Context: an optimization exercise on an open-source flow, tuned for small area. The choices shown serve that exercise and are no tape-out recipe.
Only simulation tests tie the RTL to the original design; equivalence was not proved.
The flow treats the clock pin as an ideal source. Dropping or thinning the clock tree relies on that and would not hold on a real chip.

## run A
## digital_watch_fsm
module digital_watch_fsm
#(
    parameter CLK_FREQ = 2_000,            
    parameter LED_BLINK_RATE = 400,        
    parameter REFRESH_BITS = 10            
)
(
    input  wire clk,
    input  wire reset,
    input  wire btn_mode,
    input  wire btn_start,
    input  wire btn_pause,
    input  wire btn_lap,
    input  wire btn_set,
    output wire [6:0] seg,
    output wire [7:0] an,
    output wire led,
    output wire [13:0] led1,
    output wire mode_led
);
==> flow/config.mk <==
export PLATFORM = sky130hd
export DESIGN_NAME = digital_watch_fsm
export DESIGN_NICKNAME = digital_watch_fsm
export VERILOG_FILES = /design/flow/design.v
export SDC_FILE = /design/flow/constraint.sdc
export NUM_CORES = 4
export LEC_CHECK = 0
export ABC_AREA = 1
export CAP_MARGIN = 0
export CORE_MARGIN = 2
export CORE_UTILIZATION = 60
export GPL_TIMING_DRIVEN = 0
export SLEW_MARGIN = 0
==> flow/constraint.sdc <==
create_clock -name core_clock -period 10.0 [get_ports {clk}]
set_input_delay 2.0000 -clock core_clock [delete_from_list [all_inputs] [get_ports {clk}]]
set_output_delay 2.0000 -clock core_clock [all_outputs]
set_load 0.01 [all_outputs]
standard.sh (not shown) runs the stock make flow with config.mk's settings and CLKGATE_MAP_FILE= SYNTH_SCRIPT=/design/flow/synth_recipe.tcl, a recipe that flattens the netlist after the stock synthesis.
==> flow/flow/run.sh <==
#!/bin/bash
# Standard flow, with three changes:
#  - after the standard synthesis, the combinational logic is re-mapped by ABC
#    for area (flip-flops, their names and cells untouched): several ABC
#    scripts are tried (flow/*.abc), each result is proven equivalent to the
#    standard netlist with Yosys, and the smallest proven netlist is kept;
#  - port buffers use the smallest buffer cell;
#  - the clock tree is four clock buffers driven by the clock port, one per
#    quadrant of the placement (flow/pre_cts.tcl), instead of TritonCTS's tree.
# Each tool's output goes to a log file of its own in the work folder.
set -euo pipefail
W=$PWD
R=$W/orfs/results/$FLOW_PLATFORM/digital_watch_fsm/base
LIB=$FLOW_HOME/platforms/sky130hd/lib/sky130_fd_sc_hd__tt_025C_1v80.lib
bash standard.sh $R/1_2_yosys.v > $W/synth.log 2>&1
cp $R/1_2_yosys.v $W/standard_netlist.v
cand() {
  local a=$1 t=resynth_$(basename $1 .abc)
  cd $W
  RS_IN=$W/standard_netlist.v RS_OUT=$W/$t.v RS_ABC=$a RS_TAG=$W/$t \
    yosys -c $W/flow/resynth.tcl > $W/$t.log 2>&1 || return 0
  yosys -p "read_liberty -ignore_miss_func $LIB; read_verilog $W/standard_netlist.v; rename $FLOW_TOP gold; read_verilog $W/$t.v; rename $FLOW_TOP gate; hierarchy -check; flatten; rename -hide gold/w:_* gate/w:_*; opt_clean -purge; async2sync; equiv_make gold gate eq; hierarchy -top eq; equiv_simple; equiv_status -assert" \
    > $W/${t}_equiv.log 2>&1 || return 0
  grep "Chip area for module" $W/${t}_after.txt | grep "$FLOW_TOP" | sed "s#^#$t #" >> $W/resynth_choice.log
}
: > $W/resynth_choice.log
export W LIB
export -f cand
ls $W/flow/*.abc | xargs -P ${NUM_CORES:-4} -I{} bash -c 'cand {}'
best=$(sort -t: -k2 -g $W/resynth_choice.log | head -1 | cut -d' ' -f1)
if [[ -n "$best" ]]; then
  echo "kept $best" >> $W/resynth_choice.log
  cp $W/$best.v $R/1_2_yosys.v
else
  echo "kept the standard netlist" >> $W/resynth_choice.log
fi
export MCTS_N=4 MCTS_CELL=sky130_fd_sc_hd__clkbuf_16
bash standard.sh "BUFFER_PORTS_ARGS=-buffer_cell sky130_fd_sc_hd__buf_1" \
  "PRE_CTS_TCL=$W/flow/pre_cts.tcl" finish > $W/layout.log 2>&1
==> flow/flow/ds1.abc <==
strash; &get -n; &deepsyn -T 60 -S 1; &dch -f; &put; amap; strash; dc2; &get -n; &dch -f; &put; amap
==> flow/flow/ds3.abc <==
strash; &get -n; &deepsyn -T 60 -S 3; &dch -f; &put; amap; strash; dc2; &get -n; &dch -f; &put; amap
==> flow/flow/ds4.abc <==
strash; &get -n; &deepsyn -T 60 -S 4; &dch -f; &put; amap; strash; dc2; &get -n; &dch -f; &put; amap
==> flow/flow/ds5.abc <==
strash; &get -n; &deepsyn -T 60 -S 5; &dch -f; &put; amap; strash; dc2; &get -n; &dch -f; &put; amap
==> flow/flow/ds6.abc <==
strash; &get -n; &deepsyn -T 60 -S 6; &dch -f; &put; amap; strash; dc2; &get -n; &dch -f; &put; amap
==> flow/flow/ds7.abc <==
strash; &get -n; &deepsyn -T 60 -S 7; &dch -f; &put; amap; strash; dc2; &get -n; &dch -f; &put; amap
==> flow/flow/ds8.abc <==
strash; &get -n; &deepsyn -T 60 -S 8; &dch -f; &put; amap; strash; dc2; &get -n; &dch -f; &put; amap
==> flow/flow/ds9.abc <==
strash; &get -n; &deepsyn -T 60 -S 9; &dch -f; &put; amap; strash; dc2; &get -n; &dch -f; &put; amap
Other scripts of this flow, unchanged in this note and not shown: flow/flow/c3.abc, flow/flow/ds2.abc, flow/flow/pre_cts.tcl, flow/flow/resynth.tcl
Setup changes, run A to run B
Settings: GPL_TIMING_DRIVEN removed (was 0).
==> flow/flow/dt11.abc (new file) <==
strash; &get -n; &deepsyn -T 120 -S 11; &dch -f; &put; amap; strash; dc2; &get -n; &dch -f; &put; amap
==> flow/flow/dt12.abc (new file) <==
strash; &get -n; &deepsyn -T 120 -S 12; &dch -f; &put; amap; strash; dc2; &get -n; &dch -f; &put; amap
==> flow/flow/dt13.abc (new file) <==
strash; &get -n; &deepsyn -T 120 -S 13; &dch -f; &put; amap; strash; dc2; &get -n; &dch -f; &put; amap
==> flow/flow/dt14.abc (new file) <==
strash; &get -n; &deepsyn -T 120 -S 14; &dch -f; &put; amap; strash; dc2; &get -n; &dch -f; &put; amap
==> flow/flow/dt15.abc (new file) <==
strash; &get -n; &deepsyn -T 120 -S 15; &dch -f; &put; amap; strash; dc2; &get -n; &dch -f; &put; amap
==> flow/flow/dt16.abc (new file) <==
strash; &get -n; &deepsyn -T 120 -S 16; &dch -f; &put; amap; strash; dc2; &get -n; &dch -f; &put; amap
==> flow/flow/dt17.abc (new file) <==
strash; &get -n; &deepsyn -T 120 -S 17; &dch -f; &put; amap; strash; dc2; &get -n; &dch -f; &put; amap
removed: flow/flow/ds1.abc
removed: flow/flow/ds3.abc
removed: flow/flow/ds4.abc
removed: flow/flow/ds5.abc
removed: flow/flow/ds6.abc
removed: flow/flow/ds7.abc
removed: flow/flow/ds8.abc
removed: flow/flow/ds9.abc
[summary]
- On critical path's largest stage delay, run B and run A are basically level.
- Starting DRC count in detailed routing | run B below run A
- Changes observed in run B relative to run A: first-pass GRT wire length saw an increase, design area moved down, worst-case setup margin in the final layout went up, transition at the pin with the smallest max-transition slack has increased.
- For the register fraction of the total cell area, run B came in 0.88 points higher than run A did.
- Run B against run A: total global routing overflow neither gained nor lost much, post-detailed-routing wire length rose 280 um, placer congestion estimate saw an increase.
- Compared with run A, met3 wire length in run B increased by more than half.
The following lists how run C was set up differently from run B:
==> flow/flow/ds1.abc (new file) <==
strash; &get -n; &deepsyn -T 60 -S 1; &dch -f; &put; amap; strash; dc2; &get -n; &dch -f; &put; amap
==> flow/flow/ds3.abc (new file) <==
strash; &get -n; &deepsyn -T 60 -S 3; &dch -f; &put; amap; strash; dc2; &get -n; &dch -f; &put; amap
==> flow/flow/ds4.abc (new file) <==
strash; &get -n; &deepsyn -T 60 -S 4; &dch -f; &put; amap; strash; dc2; &get -n; &dch -f; &put; amap
==> flow/flow/ds5.abc (new file) <==
strash; &get -n; &deepsyn -T 60 -S 5; &dch -f; &put; amap; strash; dc2; &get -n; &dch -f; &put; amap
==> flow/flow/ds6.abc (new file) <==
strash; &get -n; &deepsyn -T 60 -S 6; &dch -f; &put; amap; strash; dc2; &get -n; &dch -f; &put; amap
==> flow/flow/ds7.abc (new file) <==
strash; &get -n; &deepsyn -T 60 -S 7; &dch -f; &put; amap; strash; dc2; &get -n; &dch -f; &put; amap
==> flow/flow/ds8.abc (new file) <==
strash; &get -n; &deepsyn -T 60 -S 8; &dch -f; &put; amap; strash; dc2; &get -n; &dch -f; &put; amap
==> flow/flow/ds9.abc (new file) <==
strash; &get -n; &deepsyn -T 60 -S 9; &dch -f; &put; amap; strash; dc2; &get -n; &dch -f; &put; amap
removed: flow/flow/dt11.abc
removed: flow/flow/dt12.abc
removed: flow/flow/dt13.abc
removed: flow/flow/dt14.abc
removed: flow/flow/dt15.abc
removed: flow/flow/dt16.abc
removed: flow/flow/dt17.abc
[summary]
- Maximum clock rate came out exactly the same in run C and run B.
- As far as total wire length goes, run B and run C are indistinguishable; the numbers are identical.
- In terms of total area of sequential cells, run B and run C differ only marginally.
- As far as count of non-CTS inverters in the layout goes, run C and run B are indistinguishable; the numbers are identical.
- Multi-input combinational cell count: run C vs run B identical
- Per the comparison of run C with run B, number of remaining DRC errors held steady, area occupied by multi-input gates stayed essentially flat, sequential cell count barely changed.
No run of this note takes its clock network from TritonCTS; it comes from the design's own scripts or RTL.

==> static timing again, ports no longer ideal <==
No port has a modelled driver above. Below, the same layouts with a new extraction and two added sets of constraints.
Step 1 (the two cells are an assumption about what drives the block):
set clk [get_ports {clk}]
set_driving_cell -lib_cell sky130_fd_sc_hd__clkbuf_16 $clk
set_driving_cell -lib_cell sky130_fd_sc_hd__buf_2 [delete_from_list [all_inputs] $clk]
Step 2 times the ports against the registers' clock, not the clock port: input delays grow and output delays shrink by t, the midpoint of the rising clock arrivals with the driver on.
Slacks: no drivers / after step 1 / after step 2; pairs: no drivers / after step 1.
run | t (ns) | slack for setup (ns) | hold slack, ns
run A | 0.235 | 3.440 / 3.362 / 3.598 | 0.338 / 0.338 / 0.338
run B | 0.236 | 3.455 / 3.378 / 3.614 | 0.342 / 0.342 / 0.342
run C | 0.236 | 3.455 / 3.378 / 3.614 | 0.342 / 0.342 / 0.342
After both steps setup and hold are still met in every run listed.
